Background: an optimization exercise with open tools, aiming at small area. Do not read the settings as production practice. At most, simulation tests tie the RTL to the original design; equivalence was not proved. Function not checked in run 3: the RTL went through the layout flow alone.

==> flow/design.v, too long to show whole: its modules and the start of the top module <==
// module nco_sin_rom: 138 lines
// module nco: 30 lines
// module cmpy_0: 15 lines
// module cmpy_mix: 2079 lines
// module loop_filter: 28 lines
// module polar_costas: 69 lines
module polar_costas (
  input aclk,
  input aresetn,
  input signed [15:0] s_axis_i_tdata,
  input               s_axis_i_tvalid,
  output              s_axis_i_tready,
  input signed [15:0] s_axis_q_tdata,
  input               s_axis_q_tvalid,
  output              s_axis_q_tready,
  output signed [15:0] m_axis_i_sync_tdata,
  output               m_axis_i_sync_tvalid,
  input                m_axis_i_sync_tready,
  output signed [15:0] m_axis_q_sync_tdata,
  output               m_axis_q_sync_tvalid,
  input                m_axis_q_sync_tready
);
  // ...
==> flow/run.sh <==
#!/bin/bash
# synth_recipe.tcl (not shown) runs the flow's synth.tcl, then flattens the netlist and writes it again
# the make line also repeats each setting of config.mk as NAME=value (left out here)
make -C /OpenROAD-flow-scripts/flow DESIGN_CONFIG=/design/flow/config.mk WORK_HOME=/design/flow/orfs CLKGATE_MAP_FILE= SYNTH_SCRIPT=/design/flow/synth_recipe.tcl finish
==> flow/config.mk <==
export PLATFORM = sky130hd
export DESIGN_NAME = polar_costas
export DESIGN_NICKNAME = polar_costas
export VERILOG_FILES = /design/flow/design.v
export SDC_FILE = /design/flow/constraint.sdc
export NUM_CORES = 4
export LEC_CHECK = 0
export ABC_AREA = 1
export CAP_MARGIN = 20
export CORE_MARGIN = 2
export CORE_UTILIZATION = 40
export SLEW_MARGIN = 20
==> flow/constraint.sdc <==
create_clock -name core_clock -period 10.0 [get_ports {aclk}]
set_input_delay 2.0000 -clock core_clock [delete_from_list [all_inputs] [get_ports {aclk}]]
set_output_delay 2.0000 -clock core_clock [all_outputs]
set_load 0.01 [all_outputs]
==> run summary, run 1 <==
outcome complete, no violations; commonest non-fill, non-tap cells in the layout 2048 x edfxtp_1, 1817 x nand2_1, 899 x inv_1; Worst Setup SP cmpy.s3[1]; Synth Cell Area between 0.1 and 0.15 mm^2; Main synth FF type edfxtp_1; num tapcells about 3700; Cells after Synth 9032; Fin Setup TNS 0 ns; top routing layer used met5; Synth cell types 57; I/O Pins 74; sequential area share after synthesis 0.6287; commonest non-fill, non-tap cell in the layout edfxtp_1; multi-input gate share of total cell area 0.2789; Worst Max-Slew Pin Slew about 1.2 ns; count leader, synth edfxtp_1; Worst R2R Setup Slack 0.49 ns; post-synth top area cell edfxtp_1; # rows just under 200; Max-slew headroom 0.1954; GR peak layer met2; Clock Latency Late Sink 0.90 ns; Root Driver clkbuf_16; Setup crit end cmpy.mix.re[31]; clk buf depth 4; Synth top cells by count 2048 x edfxtp_1, 1821 x nand2_1, 902 x inv_1; # clk buffers 327; H-tree depth 4; CTS Hold Bufs 0; number of synthesized flops with an enable pin 2048; Avg Inst Size Synth 12.42 um^2; pin count of the biggest net entering global routing roughly 210; first-pass iteration count of the detailed router 6; CP endpoint kind flip-flop; Reg clk slew, reported paths roughly 0.060 ns
==> module cmpy_0, before the edit <==
module cmpy_0 (
  input         aclk,
  input  [9:0]  phase,
  input  [31:0] s_axis_b_tdata,      
  output signed [31:0] re_o,
  output signed [31:0] im_o
);
reg [41:0] s1, s2, s3;
always @(posedge aclk) begin
  s1 <= {s_axis_b_tdata, phase};
  s2 <= s1;
  s3 <= s2;
end
cmpy_mix mix (.clk(aclk), .ph(s3[9:0]), .br(s3[25:10]), .bi(s3[41:26]), .re(re_o), .im(im_o));
endmodule
==> run 2: changes to the inputs <==
--- a/flow/design.v
+++ b/flow/design.v
@@ -168,33 +168,38 @@
 endmodule
 module cmpy_0 (
   input         aclk,
   input  [9:0]  phase,
   input  [31:0] s_axis_b_tdata,      
   output signed [31:0] re_o,
   output signed [31:0] im_o
 );
-reg [41:0] s1, s2, s3;
+reg [41:0] s1, s2;
+reg [31:0] s3;
+reg [14:0] cm3, sm3;
+reg        nc3, ns3;
+wire [1:0]  quad = s2[9:8];
+wire [7:0]  idx  = s2[7:0];
+wire [29:0] tp;
+nco_sin_rom rom (.addr(idx[7] ? ~idx[6:0] : idx[6:0]), .data(tp));
+wire        swp = idx[7] ^ quad[0];
 always @(posedge aclk) begin
-  s1 <= {s_axis_b_tdata, phase};
-  s2 <= s1;
-  s3 <= s2;
+  s1  <= {s_axis_b_tdata, phase};
+  s2  <= s1;
+  s3  <= s2[41:10];
+  cm3 <= swp ? tp[14:0] : tp[29:15];    
+  sm3 <= swp ? tp[29:15] : tp[14:0];    
+  nc3 <= quad[1] ^ quad[0];             
+  ns3 <= quad[1];                       
 end
-cmpy_mix mix (.clk(aclk), .ph(s3[9:0]), .br(s3[25:10]), .bi(s3[41:26]), .re(re_o), .im(im_o));
+cmpy_mix mix (.clk(aclk), .cm(cm3), .sm(sm3), .nc(nc3), .ns(ns3),
+              .br(s3[15:0]), .bi(s3[31:16]), .re(re_o), .im(im_o));
 endmodule
-module cmpy_mix(input clk, input [9:0] ph, input signed [15:0] br, bi, output reg signed [31:0] re, im);
-wire [1:0] quad = ph[9:8]; wire [7:0] idx = ph[7:0];
-wire [29:0] tp;
-nco_sin_rom rom (.addr(idx[7] ? ~idx[6:0] : idx[6:0]), .data(tp));
-wire swp = idx[7] ^ quad[0];
-wire [14:0] cm = swp ? tp[14:0] : tp[29:15];    
-wire [14:0] sm = swp ? tp[29:15] : tp[14:0];    
-wire nc = quad[1] ^ quad[0];                      
-wire ns = quad[1];                                
+module cmpy_mix(input clk, input [14:0] cm, input [14:0] sm, input nc, input ns, input signed [15:0] br, bi, output reg signed [31:0] re, im);
 wire cm_one0 = cm[0] ^ 1'b0;
 wire cm_two0 = (cm[1] & ~cm[0] & ~1'b0) | (~cm[1] & cm[0] & 1'b0);
 wire cm_neg0 = cm[1];
 wire cm_one1 = cm[2] ^ cm[1];
 wire cm_two1 = (cm[3] & ~cm[2] & ~cm[1]) | (~cm[3] & cm[2] & cm[1]);
 wire cm_neg1 = cm[3];
 wire cm_one2 = cm[4] ^ cm[3];
 wire cm_two2 = (cm[5] & ~cm[4] & ~cm[3]) | (~cm[5] & cm[4] & cm[3]);
==> run 2 against run 1 <==
  * Critical path depth is 23 lower
  * Sequential cell count is 22 higher
  * Worst setup slack better by 2.3 ns
  * Clock skew is 0.0053 ns lower
==> run summary, run 2 <==
outcome complete, no violations (unchanged); Vias 64950 (was 69880); Clock Latency Late Sink 0.91 ns (was 0.90 ns); number of flip-flops under the largest register name 2048 (unchanged); ant diodes 0 (was 1); clk buf depth 4 (unchanged); H-tree depth 4 (unchanged); Routed Antenna Nets 0 (unchanged); Synth Cell Area 0.1118 mm^2 (was 0.1122 mm^2); total CTS buffers 246 (was 238); core area 0.2787 mm^2 (was 0.2791 mm^2); CTS Hold Bufs 0 (unchanged); Final Critical Period 7.236 ns (was 9.507 ns); post-detail-place hpwl 181600 um (was 222000 um); Avg Inst Size Synth 13.04 um^2 (was 12.42 um^2); first-pass iteration count of the detailed router 8 (was 6); post-cts sizing count 0 (unchanged); # nets final 9461 (was 10550); final setup violating endpoints 0 (unchanged); dpl cells 12120 (was 13210); Post-Layout Cell Count 12570 (was 13650); initial antenna violation count 6 (was 7); CTS tree yes (unchanged); commonest non-fill, non-tap cells in the layout 2048 x edfxtp_1, 1268 x nand2_1, 908 x inv_1 (was 2048 x edfxtp_1, 1817 x nand2_1, 899 x inv_1); die height 532.6 um (was 533.6 um); CP bufs+invs 5 (was 10); gr usage total 0.1934 (was 0.2149); RSZ-0062 raised after global routing false (unchanged); asr flop ratio synth 0.05141 (was 0.05186); critical path arrival 8.01 ns (was 10.29 ns); DRC Markers 0 (unchanged); Reg clk slew, reported paths 0.06 ns (about the same); dominant cells by area after synthesis edfxtp_1 55%, fa_1 9.1%, dfxtp_1 5.6% (was edfxtp_1 55%, fa_1 9.0%, nand2_1 6.1%); Filler cells 25100 (was 24950); drt wl/cell 22.08 um (was 22.62 um); Die ar. 0.2836 mm^2 (was 0.2848 mm^2); final hold viol count 0 (unchanged); post-synth top area cell edfxtp_1 (unchanged); max-cap viol count 0 (unchanged); Finished Core Util 0.4482 (was 0.4670); Max FO, Critical Path 22 (was 5); RePlAce Congestion 0.8920 (was 1.006); Root Driver clkbuf_16 (unchanged); PortBufs 69 (unchanged); Ys Warns 6 (unchanged); sequential area share after synthesis 0.6352 (was 0.6287); vias in the first global route 67190 (was 70630); Hold WS 0.2787 ns (was 0.2745 ns); first-pass GRT wire length 418500 um (was 455900 um); Max Slew Vio Count 0 (unchanged); Max-slew headroom 0.1735 (was 0.1954); Routed WL 277500 um (was 308700 um); delay-heaviest family, CP adder cells (unchanged); Reg area 0.07100 mm^2 (was 0.07055 mm^2); 1st-iter DRT viols 5890 (was 6716); # rows 194 (unchanged); upper clock frequency limit 138.2 MHz (was 105.2 MHz); CP endpoint kind flip-flop (unchanged); Synth top cells by count 2048 x edfxtp_1, 1281 x nand2_1, 924 x inv_1 (was 2048 x edfxtp_1, 1821 x nand2_1, 902 x inv_1); Worst Skew 0.09504 ns (was 0.1004 ns); Largest regs lp.dl (2048), nco.phd (70) (unchanged); Min-Delay Path Class flip-flop to flip-flop (unchanged); Vias/cell 5.167 (was 5.120); Worst R2R Setup Slack 2.76 ns (was 0.49 ns); global route total overflow 0 (unchanged); number of synthesized flops with an enable pin 2048 (unchanged); Worst Max-Slew Pin Slew 1.240 ns (was 1.199 ns); post-CTS setup buffer count 0 (unchanged); Cells after Synth 8568 (was 9032); die width 532.6 um (was 533.6 um); crit path kind flip-flop to flip-flop (unchanged); Main synth FF type edfxtp_1 (unchanged); Critical Path Max Stage Delay 0.52 ns (was 0.59 ns); pin count of the biggest net entering global routing 207 (was 205); Critical Path Most Common Cell fa_1 (was nand2_1); startpoint types flip-flop (unchanged); I/O Pins 74 (unchanged); CTS sink cnt 2490 (was 2468); Synth-to-Final Area Change 11.76% (was 16.17%); footprint of the multi-input gates 0.03568 mm^2 (was 0.03636 mm^2); period utilization 0.7236 (was 0.9507); commonest non-fill, non-tap cell in the layout edfxtp_1 (unchanged); count leader, synth edfxtp_1 (unchanged); #FFs+latches synth 2490 (was 2468); post-synth top area share 0.5503 (was 0.5481); critical path required time 10.77 ns (was 10.78 ns); crit path max-delay cell type buf_4 (was fa_1); Starting Density 0.4011 (was 0.4020); Synth cell types 61 (was 57); share of post-route cells with drive strength above 1 0.07111 (was 0.1272); Biggest register lp.dl (unchanged)
run 2: changes by cell type in the layout (fill, tap and decap cells not counted), sizes merged, moves of 23 or more:
cell	before	now
a31oi	43	9
buf	787	121
clkbuf	327	302
clkinv	74	97
nand2	1845	1308
nand3	599	356
nor2	315	361
o211ai	32	9
o21ai	318	240
o22ai	301	490
xor2	446	682
run 2: worst paths after layout:
path | start | end | cells past startpoint
setup / recovery | cmpy.nc3 | cmpy.mix.re[31] | 25
hold / removal | nco.phd[0] | nco.phd[10] | 0
setup reg to reg | cmpy.nc3 | cmpy.mix.re[31] | 25
hold reg to reg | nco.phd[0] | nco.phd[10] | 0
max in group asynchronous | aresetn | nco.acc[9] | 3
min in group asynchronous | aresetn | v3 | 1
run 2: cell type report:
class / instances / area share
clock inverters: 146 / 0.01387
flip-flops and latches: 2490 / 0.5684
repair buffers: 189 / 0.01371
clock buffers: 302 / 0.05235
multi-input cells: 4764 / 0.2857
well taps: 3724 / 0.03730
inverters: 954 / 0.02871
run 2: logic make-up after synthesis:
| group | Yosys count | synth area share |
|---|---|---|
| and+or+nand+nor | 2156 | 0.07997 |
| muxes | 2 | 0.0001791 |
| other | 1 | 0.00003355 |
| buffers and inverters | 1315 | 0.04775 |
| adders and majority gates | 778 | 0.1211 |
| xor gates and xnor gates | 746 | 0.06008 |
| AOI/OAI and AO/OA | 1080 | 0.05569 |
| DFF | 2490 | 0.6352 |
run 2: metrics by stage:
| step | area, um^2 | setup WS [ns] | setup TNS [ns] |
|---|---|---|---|
| floorplan | 111800 | -5.046 | -9499.70 |
| global placement | 116600 | 2.879 | 0 |
| detailed placement | 116600 | 2.831 | 0 |
| CTS | 124900 | 2.817 | 0 |
| global route | 124900 | 2.518 | 0 |
| finish | 124900 | 2.764 | 0 |
run 2: per-layer routing:
layer	global-route usage	part of all wire	vias up
met5	0	0.000076	-
met4	0.08718	0.047	4
met3	0.03427	0.066	736
met2	0.3070	0.46	2438
met1	0.2595	0.43	32360
li1	-	-	29410
run 2: worst reg2reg max path, delay by kind of cell (launching register included):
kind	cells	cell delay (ns)
adder cells (fa/ha/maj)	8	3.51
AO/OA/AOI/OAI	3	0.41
AND/OR/NAND/NOR	5	0.47
buffers and inverters	5	1.56
XOR/XNOR	4	0.74
flip-flops	1	0.49
==> module loop_filter, before the edit <==
module loop_filter (
  input               rst_n,
  input               clk,
  input signed [31:0] pd,
  input               pd_valid,
  output reg signed [37:0] sum,
  output reg          dout_valid
);
reg [2047:0] dl;
reg [6:0]    cnt;
wire         full = cnt[6];
wire signed [31:0] old = full ? dl[2047:2016] : 32'd0;
always @(posedge clk)
  if (pd_valid) dl <= {dl[2015:0], pd};
always @(posedge clk or negedge rst_n)
  if (!rst_n) begin
    cnt <= 7'd0;
    sum <= 38'd0;
    dout_valid <= 1'b0;
  end
  else begin
    dout_valid <= pd_valid;
    if (pd_valid) begin
      if (!full) cnt <= cnt + 7'd1;
      sum <= sum + pd - old;
    end
  end
endmodule
==> module polar_costas, before the edit <==
module polar_costas (
  input aclk,
  input aresetn,
  input signed [15:0] s_axis_i_tdata,
  input               s_axis_i_tvalid,
  output              s_axis_i_tready,
  input signed [15:0] s_axis_q_tdata,
  input               s_axis_q_tvalid,
  output              s_axis_q_tready,
  output signed [15:0] m_axis_i_sync_tdata,
  output               m_axis_i_sync_tvalid,
  input                m_axis_i_sync_tready,
  output signed [15:0] m_axis_q_sync_tdata,
  output               m_axis_q_sync_tvalid,
  input                m_axis_q_sync_tready
);
reg signed [38:0] pacc;
wire [9:0] phase;
wire       nco_valid;
nco nco (
  .aclk(aclk),
  .aresetn(aresetn),
  .s_axis_phase_tvalid(s_axis_i_tvalid),
  .pacc(pacc),
  .phase(phase),
  .m_axis_data_tvalid(nco_valid)
);
reg v1, v2, v3, v4, pd_valid;
wire both = nco_valid & s_axis_i_tvalid & s_axis_q_tvalid;
always @(posedge aclk or negedge aresetn)
  if (!aresetn) begin
    v1 <= 1'b0; v2 <= 1'b0; v3 <= 1'b0; v4 <= 1'b0; pd_valid <= 1'b0;
  end
  else begin
    v1 <= both; v2 <= v1; v3 <= v2; v4 <= v3; pd_valid <= v4;
  end
wire signed [31:0] re, im;
cmpy_0 cmpy (
  .aclk(aclk),
  .phase(phase),
  .s_axis_b_tdata({s_axis_q_tdata, s_axis_i_tdata}),
  .re_o(re),
  .im_o(im)
);
assign m_axis_i_sync_tdata = {re[31], re[31:17]};
assign m_axis_q_sync_tdata = {im[31], im[31:17]};
assign m_axis_i_sync_tvalid = v4;
assign m_axis_q_sync_tvalid = v4;
reg signed [31:0] pd;
wire signed [31:0] pd_plus  = re[31] ? -im : im;
wire signed [31:0] pd_minus = im[31] ? -re : re;
always @(posedge aclk)
  pd <= pd_plus - pd_minus;
wire signed [37:0] sum;
wire               lf_valid;
loop_filter lp (
  .rst_n(aresetn),
  .clk(aclk),
  .pd(pd),
  .pd_valid(pd_valid),
  .sum(sum),
  .dout_valid(lf_valid)
);
always @(posedge aclk or negedge aresetn)
  if (!aresetn) pacc <= 39'h1;
  else if (lf_valid) pacc <= pacc + {{15{sum[37]}}, sum[37:14]};
assign s_axis_i_tready = 1'b1;
assign s_axis_q_tready = 1'b1;
endmodule
==> run 3: changes to the inputs <==
--- a/flow/design.v
+++ b/flow/design.v
@@ -2270,27 +2270,22 @@
   input               clk,
   input signed [31:0] pd,
   input               pd_valid,
-  output reg signed [37:0] sum,
-  output reg          dout_valid
+  output reg signed [37:0] sum
 );
 reg [2047:0] dl;
 reg [6:0]    cnt;
 wire         full = cnt[6];
-wire signed [31:0] old = full ? dl[2047:2016] : 32'd0;
+wire signed [31:0] old = (full & pd_valid) ? dl[2047:2016] : 32'd0;
 always @(posedge clk)
   if (pd_valid) dl <= {dl[2015:0], pd};
 always @(posedge clk or negedge rst_n)
   if (!rst_n) begin
     cnt <= 7'd0;
     sum <= 38'd0;
-    dout_valid <= 1'b0;
   end
   else begin
-    dout_valid <= pd_valid;
-    if (pd_valid) begin
-      if (!full) cnt <= cnt + 7'd1;
-      sum <= sum + pd - old;
-    end
+    if (pd_valid & ~full) cnt <= cnt + 7'd1;
+    sum <= sum + pd - old;
   end
 endmodule
 module polar_costas (
@@ -2341,24 +2336,28 @@
 assign m_axis_q_sync_tdata = {im[31], im[31:17]};
 assign m_axis_i_sync_tvalid = v4;
 assign m_axis_q_sync_tvalid = v4;
-reg signed [31:0] pd;
-wire signed [31:0] pd_plus  = re[31] ? -im : im;
-wire signed [31:0] pd_minus = im[31] ? -re : re;
-always @(posedge aclk)
-  pd <= pd_plus - pd_minus;
+wire        pr = re[31];
+wire        pm = im[31];
+wire [31:0] pd = (im ^ {32{pr}}) + (re ^ {32{~pm}}) + {31'd0, pr} + {31'd0, ~pm};
+wire [31:0] pd_in = pd & {32{v4}};
 wire signed [37:0] sum;
-wire               lf_valid;
 loop_filter lp (
   .rst_n(aresetn),
   .clk(aclk),
-  .pd(pd),
-  .pd_valid(pd_valid),
-  .sum(sum),
-  .dout_valid(lf_valid)
+  .pd(pd_in),
+  .pd_valid(v4),
+  .sum(sum)
 );
+reg signed [23:0] k_d;
 always @(posedge aclk or negedge aresetn)
-  if (!aresetn) pacc <= 39'h1;
-  else if (lf_valid) pacc <= pacc + {{15{sum[37]}}, sum[37:14]};
+  if (!aresetn) begin
+    k_d  <= 24'd0;
+    pacc <= 39'h1;
+  end
+  else begin
+    k_d  <= pd_valid ? sum[37:14] : 24'd0;
+    pacc <= pacc + {{15{k_d[23]}}, k_d};
+  end
 assign s_axis_i_tready = 1'b1;
 assign s_axis_q_tready = 1'b1;
 endmodule
--- a/flow/config.mk
+++ b/flow/config.mk
@@ -9,4 +9,5 @@
 export CAP_MARGIN = 20
 export CORE_MARGIN = 2
 export CORE_UTILIZATION = 40
+export CTS_BUF_LIST = sky130_fd_sc_hd__clkbuf_4 sky130_fd_sc_hd__clkbuf_8
 export SLEW_MARGIN = 20
==> run 3 against run 2 <==
  * Still clean on timing, DRC and antenna
  * Count of clock-buffer cells in the layout is 235 higher
  * Worst setup slack worse by 0.11 ns
  * Area after synthesis is 1.8% lower
  * Largest cell class unchanged
==> run summary, run 3 <==
Avg Inst Size Synth 13.78 um^2 (was 13.04 um^2); Vias/cell 5.138 (was 5.167); 1st-iter DRT viols 5939 (was 5890); # nets final 9042 (was 9461); Final Critical Period 7.342 ns (was 7.236 ns); Max-slew headroom 0.2620 (was 0.1735); H-tree depth 5 (was 4); placed cell areas 0.1146 mm^2 (was 0.1166 mm^2); I/O Pins 74 (unchanged); total CTS buffers 375 (was 246); final hold viol count 0 (unchanged); CP bufs+invs 2 (was 5); Synth top cells by count 2048 x edfxtp_1, 835 x nand2_1, 809 x inv_1 (was 2048 x edfxtp_1, 1281 x nand2_1, 924 x inv_1); Reg clk slew, reported paths 0.06 ns (about the same); DRC Markers 0 (unchanged); commonest non-fill, non-tap cells in the layout 2048 x edfxtp_1, 825 x nand2_1, 804 x inv_1 (was 2048 x edfxtp_1, 1268 x nand2_1, 908 x inv_1); dominant cells by area after synthesis edfxtp_1 56%, fa_1 9.2%, xor2_1 5.2% (was edfxtp_1 55%, fa_1 9.1%, dfxtp_1 5.6%); post-detail-place hpwl 164600 um (was 181600 um); Die ar. 0.2785 mm^2 (was 0.2836 mm^2); number of synthesized flops with an enable pin 2048 (unchanged); critical path required time 10.82 ns (was 10.77 ns); #FFs+latches synth 2481 (was 2490); Routed WL 256100 um (was 277500 um); Ys Warns 6 (unchanged); CTS Hold Bufs 0 (unchanged); # rows 192 (was 194); Largest regs lp.dl (2048), nco.phd (70) (unchanged); period utilization 0.7342 (was 0.7236); Filler cells 24300 (was 25100); post-cts sizing count 0 (unchanged); delay-heaviest family, CP adder cells (unchanged); Design Area, Final 0.1222 mm^2 (was 0.1249 mm^2); post-synth top area share 0.5605 (was 0.5503); CTS sink cnt 2481 (was 2490); first-pass GRT wire length 389300 um (was 418500 um); Routed Antenna Nets 0 (unchanged); number of flip-flops under the largest register name 2048 (unchanged); initial antenna violation count 7 (was 6); count leader, synth edfxtp_1 (unchanged); clk buf depth 4 (unchanged); die height 527.7 um (was 532.6 um); GR peak layer met2 (unchanged); met1 Resource Use GR 0.2586 (was 0.2595); CP endpoint kind flip-flop (unchanged); pin count of the biggest net entering global routing 187 (was 207); first-pass iteration count of the detailed router 6 (was 8); RePlAce Congestion 0.8951 (was 0.8920); Starting Density 0.4017 (was 0.4011); post-CTS setup buffer count 0 (unchanged); asr flop ratio synth 0.06086 (was 0.05141); commonest non-fill, non-tap cell in the layout edfxtp_1 (unchanged); Critical Path Most Common Cell nand2_1 (was fa_1); vias in the first global route 63900 (was 67190); Reg area 0.07093 mm^2 (was 0.07100 mm^2); Min-Delay Path Class flip-flop to flip-flop (unchanged); final setup violating endpoints 0 (unchanged); met2 global-route usage 0.2672 (was 0.3070); upper clock frequency limit 136.2 MHz (was 138.2 MHz); RSZ-0062 raised after global routing false (unchanged); drt wl/cell 21.18 um (was 22.08 um); Synth Cell Area 0.1097 mm^2 (was 0.1118 mm^2); Cells after Synth 7961 (was 8568); Root Driver clkbuf_8 (was clkbuf_16); critical path arrival 8.16 ns (was 8.01 ns); Critical Path Max Stage Delay 0.60 ns (was 0.52 ns); max-cap viol count 0 (unchanged); share of post-route cells with drive strength above 1 0.1004 (was 0.07111); startpoint types flip-flop (unchanged); core area 0.2731 mm^2 (was 0.2787 mm^2); Max Slew Vio Count 0 (unchanged); Worst R2R Setup Slack 2.66 ns (was 2.76 ns); Worst Skew 0.08387 ns (was 0.09504 ns); Worst Max-Slew Pin Slew 1.103 ns (was 1.240 ns); post-synth top area cell edfxtp_1 (unchanged); sequential area share after synthesis 0.6464 (was 0.6352); outcome complete, no violations (unchanged); global route total overflow 0 (unchanged); CTS tree yes (unchanged); met3 usage 0.04172 (was 0.03427); Biggest register lp.dl (unchanged); Synth-to-Final Area Change 11.40% (was 11.76%); Vias 62140 (was 64950); Clock Latency Late Sink 0.94 ns (was 0.91 ns); Synth cell types 61 (unchanged); PortBufs 69 (unchanged); crit path max-delay cell type fa_1 (was buf_4); footprint of the multi-input gates 0.03429 mm^2 (was 0.03568 mm^2); die width 527.7 um (was 532.6 um); Main synth FF type edfxtp_1 (unchanged); Max FO, Critical Path 34 (was 22); crit path kind flip-flop to flip-flop (unchanged); gr usage total 0.1819 (was 0.1934)
## run 3: cell count changes after synthesis, sizes merged, moves of 14 or more
cell	change
nand2	-464
nand3	-130
inv	-109
a21oi	+33
dfxtp	-32
ha	+27
xnor2	+27
nor2	+25
dfrtp	+23
o211ai	+22
xor2	-18
o21bai	+15
or2	-14
## run 3: layer usage
| metal | share of wire | vias up |
|---|---|---|
| met2 | 0.43 | 2373 |
| met3 | 0.076 | 688 |
| met5 | 0.000051 | - |
| met4 | 0.043 | 2 |
| li1 | - | 28140 |
| met1 | 0.45 | 30940 |
## run 3: final cells by class
| cell class | count | share of cell area |
|---|---|---|
| Sequential cell | 2481 | 0.5803 |
| Multi-Input combinational cell | 4297 | 0.2805 |
| Clock buffer | 537 | 0.05351 |
| Tap cell | 3589 | 0.03674 |
| Inverter | 842 | 0.02586 |
| Timing Repair Buffer | 202 | 0.01443 |
| Clock inverter | 143 | 0.008568 |
| Antenna cell | 3 | 0.00006142 |
## run 3: worst paths after layout
| kind | from | endpoint | cells past startpoint |
|---|---|---|---|
| min reg2reg | cmpy.s2[35] | cmpy.s3[25] | 0 |
| max in group asynchronous | aresetn | nco.acc[29] | 2 |
| min | cmpy.s2[35] | cmpy.s3[25] | 0 |
| min in group asynchronous | aresetn | nco.vld[1] | 1 |
| max | cmpy.sm3[7] | cmpy.mix.im[31] | 25 |
| max reg2reg | cmpy.sm3[7] | cmpy.mix.im[31] | 25 |
## run 3: through the flow
step	utilization	hold WS, ns	cells	setup WS, ns	TNS (ns)
after detailed placement	0.4196	0.3121	11410	2.679	0
after global placement	0.4196	0.3096	11410	2.657	0
after CTS	0.4474	0.2690	12090	2.706	0
after global routing	0.4475	0.2880	12090	2.352	0
final	0.4475	0.2907	12090	2.658	0
after floorplan	-	0.3096	7962	-8.276	-9845.41
## run 3: worst reg2reg max path, cell delays in order, from the launching register on
cell,delay (ns)
dfxtp_1,0.48
nor2_1,0.15
inv_1,0.09
nand2_2,0.59
o22ai_1,0.49
xor2_1,0.23
fa_1,0.47
fa_1,0.60
fa_1,0.45
fa_1,0.41
fa_1,0.49
fa_1,0.57
inv_1,0.06
ha_1,0.35
a21oi_1,0.16
nand2_1,0.07
a21oi_1,0.11
nand2_1,0.28
nand2_1,0.15
nand2_1,0.12
nand2_1,0.10
nand2_1,0.15
nand2_1,0.10
nand2_1,0.07
fa_1,0.37
xor2_1,0.17
## run 3: logic make-up (layout without fill, tap and decap cells)
kind of cell / Yosys count / in the layout / synth area share
flip-flops: 2481 / 2481 / 0.6464
other: 1 / 5 / 0.00003418
AO/OA/AOI/OAI: 1178 / 1178 / 0.06292
AND/OR/NAND/NOR: 1552 / 1552 / 0.05812
adder cells (fa/ha/maj): 805 / 805 / 0.1264
buffers and inverters: 1184 / 1724 / 0.04347
multiplexers: 5 / 5 / 0.0004675
XOR/XNOR: 755 / 755 / 0.06218

-- separate check: timing with driven ports --
In the flow no input, the clock included, has a driving cell. The finished layouts below were timed again as built, in two steps. Step 1 assumes that a clkbuf_16 drives the clock port and a buf_2 every other input. Step 2 also shifts input and output timing later by t, the mid clock arrival at the registers, as if the neighbouring blocks saw the same clock. a / b / c = ideal ports / drivers / drivers and shift; a / b = the first two.
run	t, ns	setup WS [ns]	hold WS [ns]	clock arrival spread, ns	pins driven straight from the clock port
run 1	0.943	0.493 / 0.493 / 0.493	0.274 / 0.274 / 0.274	0.100 / 0.101	1
run 2	0.963	2.764 / 2.764 / 2.764	0.279 / 0.279 / 0.279	0.129 / 0.128	1
run 3	0.995	2.658 / 2.658 / 2.658	0.291 / 0.291 / 0.291	0.111 / 0.111	1
After both steps every run listed still meets setup and hold.
